What follows belongs to an exercise in optimizing a design on an open flow for small area; a production flow would make more cautious choices. The RTL was checked by simulation tests, not by an equivalence proof against the original design. Power is estimated from default activity; no workload was simulated.

## sierra
// pc_rx_deframe
module pc_rx_deframe #
(
    parameter                       U_DLY = 1
)
(
    input                           clk_sys                     ,
    input                           rst_n                       ,
    input                     [7:0] pc_rx_data                  ,
    input                           pc_rx_data_valid            ,
    output reg                      fdram_wr_en                 ,
    output reg               [11:0] fdram_wr_addr               ,
    output                    [7:0] fdram_wr_data               ,
    output                    [3:0] fififo_wr_en                ,
    output                   [71:0] fififo_wr_data              ,
    output                   [19:0] resp_info                   ,
    output reg                      resp_info_valid
);
wire                                v = pc_rx_data_valid        ;
wire                          [7:0] d = pc_rx_data              ;
reg                                 v1                          ;
reg                                 v2                          ;
reg                          [23:8] sr_hi                       ;
reg                           [7:0] sr_lo                       ;
wire                         [23:0] sr = {sr_hi, sr_lo}         ;
wire                         [31:0] w = {sr, d}                 ;
reg                                 busy                        ;
  ...
==> flow/config.mk <==
export PLATFORM = sky130hd
export DESIGN_NAME = pc_rx_deframe
export DESIGN_NICKNAME = pc_rx_deframe
export VERILOG_FILES = /design/flow/design.v
export SDC_FILE = /design/flow/constraint.sdc
export NUM_CORES = 4
export LEC_CHECK = 0
export CAP_MARGIN = 20
export CORE_MARGIN = 2
export CORE_UTILIZATION = 40
export PLACE_DENSITY = 0.6
export SLEW_MARGIN = 20
export BUFFER_PORTS_ARGS = -buffer_cell sky130_fd_sc_hd__buf_1
export CTS_ARGS = -sink_clustering_enable -repair_clock_nets -buf_list sky130_fd_sc_hd__clkbuf_4 -sink_clustering_size 9 -sink_clustering_max_diameter 40 -dont_use_dummy_load
export POST_FLOORPLAN_TCL = /design/flow/flow/downsize.tcl
==> flow/constraint.sdc <==
create_clock -name core_clock -period 6.0 [get_ports {clk_sys}]
set_input_delay 1.2000 -clock core_clock [delete_from_list [all_inputs] [get_ports {clk_sys}]]
set_output_delay 1.2000 -clock core_clock [all_outputs]
set_load 0.01 [all_outputs]
standard.sh (not shown) runs the stock make flow with config.mk's settings and CLKGATE_MAP_FILE= SYNTH_SCRIPT=/design/flow/synth_recipe.tcl, a recipe that flattens the netlist after the stock synthesis.
==> flow/flow/run.sh <==
#!/bin/bash
# Standard ORFS layout with smaller port buffers, a lighter clock tree and
# combinational cells taken down to their smallest drive after floorplan.
set -euo pipefail
HERE=$(pwd)
cat >> config.mk <<EOC
export BUFFER_PORTS_ARGS = -buffer_cell sky130_fd_sc_hd__buf_1
export CTS_ARGS = -sink_clustering_enable -repair_clock_nets -buf_list sky130_fd_sc_hd__clkbuf_4 -sink_clustering_size 9 -sink_clustering_max_diameter 40 -dont_use_dummy_load
export POST_FLOORPLAN_TCL = $HERE/flow/downsize.tcl
EOC
bash standard.sh finish > flow.log 2>&1
==> flow/flow/downsize.tcl <==
# Swap every combinational cell to the smallest drive strength of the same
# function (the later repair steps size up again where timing needs it).
set dont_use [split $::env(DONT_USE_CELLS)]
set db [ord::get_db]
array set best {}
foreach lib [$db getLibs] {
  foreach m [$lib getMasters] {
    set n [$m getName]
    if {[$m getType] ne "CORE"} { continue }
    if {[lsearch -exact $dont_use $n] >= 0} { continue }
    if {![regexp {^(sky130_fd_sc_hd__[a-z0-9]+)_([0-9]+)$} $n -> base drive]} { continue }
    set a [expr {[$m getWidth] * [$m getHeight]}]
    if {![info exists best($base)] || $a < [lindex $best($base) 0]} {
      set best($base) [list $a $m]
    }
  }
}
set n 0
foreach inst [[ord::get_db_block] getInsts] {
  set m [$inst getMaster]
  set name [$m getName]
  if {![regexp {^(sky130_fd_sc_hd__([a-z0-9]+))_([0-9]+)$} $name -> base short drive]} { continue }
  if {[regexp {^(df|edf|sdf|sedf|dl|conb|tap|fill|decap|clkdly|dlygate)} $short]} { continue }
  if {![info exists best($base)]} { continue }
  set bm [lindex $best($base) 1]
  if {$bm eq $m} { continue }
  if {[lindex $best($base) 0] < [expr {[$m getWidth] * [$m getHeight]}]} {
    $inst swapMaster $bm
    incr n
  }
}
puts "downsize: swapped $n cells"
sierra ended with every stage complete and zero timing, DRC or antenna violations.
Inputs modified between sierra and pepper:
- PLACE_DENSITY: 0.6 -> 0.8
- CTS_ARGS: -sink_clustering_enable -repair_clock_nets -buf_list sky130_fd_sc_hd__clkbuf_4 -sink_clustering_size 9 -sink_clustering_max_diameter 40 -dont_use_dummy_load -> -sink_clustering_enable -repair_clock_nets -buf_list sky130_fd_sc_hd__clkbuf_8 -sink_clustering_size 18 -sink_clustering_max_diameter 60 -dont_use_dummy_load
- CORE_UTILIZATION: 40 -> 65
diff --git a/flow/flow/run.sh b/flow/flow/run.sh
--- a/flow/flow/run.sh
+++ b/flow/flow/run.sh
@@ -7,3 +7,3 @@
 export BUFFER_PORTS_ARGS = -buffer_cell sky130_fd_sc_hd__buf_1
-export CTS_ARGS = -sink_clustering_enable -repair_clock_nets -buf_list sky130_fd_sc_hd__clkbuf_4 -sink_clustering_size 9 -sink_clustering_max_diameter 40 -dont_use_dummy_load
+export CTS_ARGS = -sink_clustering_enable -repair_clock_nets -buf_list sky130_fd_sc_hd__clkbuf_8 -sink_clustering_size 18 -sink_clustering_max_diameter 60 -dont_use_dummy_load
 export POST_FLOORPLAN_TCL = $HERE/flow/downsize.tcl
Results
- Taking sierra as the reference, in pepper die area has decreased, core footprint now smaller, number of hold buffers added after CTS level, met1 wire length saw a decrease.
- Share of the clock period used by the worst path in pepper is 1.1 points above sierra.
- pepper against sierra: via count climbed 1.8%, synthesis-to-layout area growth down 2.0 points, design area lost 1.9%, clock transition time at the flip-flop clock pins of the worst setup and hold paths about even.
- Cell count came out lower on pepper than on sierra.
- Power density over cell area: pepper higher than sierra
Changes in maple relative to pepper:
- BUFFER_PORTS_ARGS: -buffer_cell sky130_fd_sc_hd__buf_1 -> unset
- CTS_CLUSTER_SIZE: unset -> 18
- CORE_UTILIZATION: 65 -> 40
- PLACE_DENSITY: 0.8 -> 0.6
- CTS_ARGS: -sink_clustering_enable -repair_clock_nets -buf_list sky130_fd_sc_hd__clkbuf_8 -sink_clustering_size 18 -sink_clustering_max_diameter 60 -dont_use_dummy_load -> unset
- CTS_CLUSTER_DIAMETER: unset -> 60
- POST_FLOORPLAN_TCL: /design/flow/flow/downsize.tcl -> unset
- CTS_BUF_LIST: unset -> sky130_fd_sc_hd__clkbuf_8
==> flow/run.sh (new file) <==
#!/bin/bash
# synth_recipe.tcl (not shown) runs the flow's synth.tcl, then flattens the netlist and writes it again
# the make line also repeats each setting of config.mk as NAME=value (left out here)
make -C /OpenROAD-flow-scripts/flow DESIGN_CONFIG=/design/flow/config.mk WORK_HOME=/design/flow/orfs CLKGATE_MAP_FILE= SYNTH_SCRIPT=/design/flow/synth_recipe.tcl finish
removed: flow/flow/run.sh
removed: flow/flow/downsize.tcl
removed: flow/standard.sh
## What came out
- Taking pepper as the reference, in maple number of cells after detailed placement picked up an extra 11%, wire length of the first global-routing pass picked up an extra 2800 um.
- maple against pepper; amount of wire on met3 after detailed routing is down by more than a quarter.
- Lower layout overhead on the synthesized area was reported by pepper, not maple.
- Against pepper as the reference, maple delivers a higher final non-filler cell total.
- pepper → maple: part of the power in combinational logic higher; fmax moved up.
- On detailed-route via count, maple does better than pepper.
For yarrow, these inputs were changed with respect to maple:
- clearing CTS_CLUSTER_DIAMETER, which used to be 60
- putting CTS_ARGS at -sink_clustering_enable -repair_clock_nets -buf_list sky130_fd_sc_hd__clkbuf_8 -sink_clustering_size 18 -sink_clustering_max_diameter 60 -dont_use_dummy_load where nothing was set
- clearing CTS_CLUSTER_SIZE, which used to be 18
- clearing CTS_BUF_LIST, which used to be sky130_fd_sc_hd__clkbuf_8
- putting BUFFER_PORTS_ARGS at -buffer_cell sky130_fd_sc_hd__buf_1 where nothing was set
==> flow/flow/run.sh (new file) <==
#!/bin/bash
# Standard ORFS layout with smaller port buffers and a lighter clock tree.
set -euo pipefail
cat >> config.mk <<'EOC'
export BUFFER_PORTS_ARGS = -buffer_cell sky130_fd_sc_hd__buf_1
export CTS_ARGS = -sink_clustering_enable -repair_clock_nets -buf_list sky130_fd_sc_hd__clkbuf_8 -sink_clustering_size 18 -sink_clustering_max_diameter 60 -dont_use_dummy_load
EOC
bash standard.sh finish > flow.log 2>&1
==> flow/standard.sh (new file) <==
#!/bin/bash
# synth_recipe.tcl (not shown) runs the flow's synth.tcl, then flattens the netlist and writes it again
# the make line also repeats each setting of config.mk as NAME=value (left out here)
make -C /OpenROAD-flow-scripts/flow DESIGN_CONFIG=/design/flow/config.mk WORK_HOME=/design/flow/orfs CLKGATE_MAP_FILE= SYNTH_SCRIPT=/design/flow/synth_recipe.tcl "${@:-finish}"
removed: flow/run.sh
==> results.txt <==
Number of nets at the end of the flow: yarrow vs maple — no meaningful difference
yarrow vs maple — net switching fraction of the power rose 2.0 points.
Changes observed in yarrow relative to maple: combinational power saw a decrease; worst endpoint required time up 1.36 ns.
On yarrow: power is about 10% lower than what maple gave.
Cell-internal power for yarrow: about 13% down relative to maple

-- re-timing with driven ports --
The results above use ideal ports. As a check the final layouts listed here were re-extracted and re-timed, cells and wires unchanged.
Step 1: set_driving_cell puts a clkbuf_16 on clk_sys and a buf_2 on each other input, an assumption about the parent block.
Step 2 adds t to the input delays and takes it off the output delays; t is the mean of the earliest and latest rising clock arrival at the registers after step 1. Input paths then give back, and output paths get back, about the clock's delay inside the block.
Slacks: no drivers / after step 1 / after step 2; pairs: no drivers / after step 1.
run	t, ns	setup WS [ns]	worst setup path after step 2	latest minus earliest clock arrival (ns)	pins driven straight from the clock port
sierra	0.643	2.626 / 2.626 / 2.052	input to register	0.112 / 0.112	1
pepper	0.522	2.558 / 2.566 / 2.043	input to register	0.041 / 0.041	1
maple	0.567	2.887 / 2.845 / 2.419	input to register	0.044 / 0.044	1
yarrow	0.552	2.590 / 2.608 / 2.056	input to register	0.061 / 0.061	1
After both steps every run listed still meets setup and hold. For sierra, which loses most, drivers alone change the setup slack by 0.000 ns; drivers and shift together by -0.574 ns.
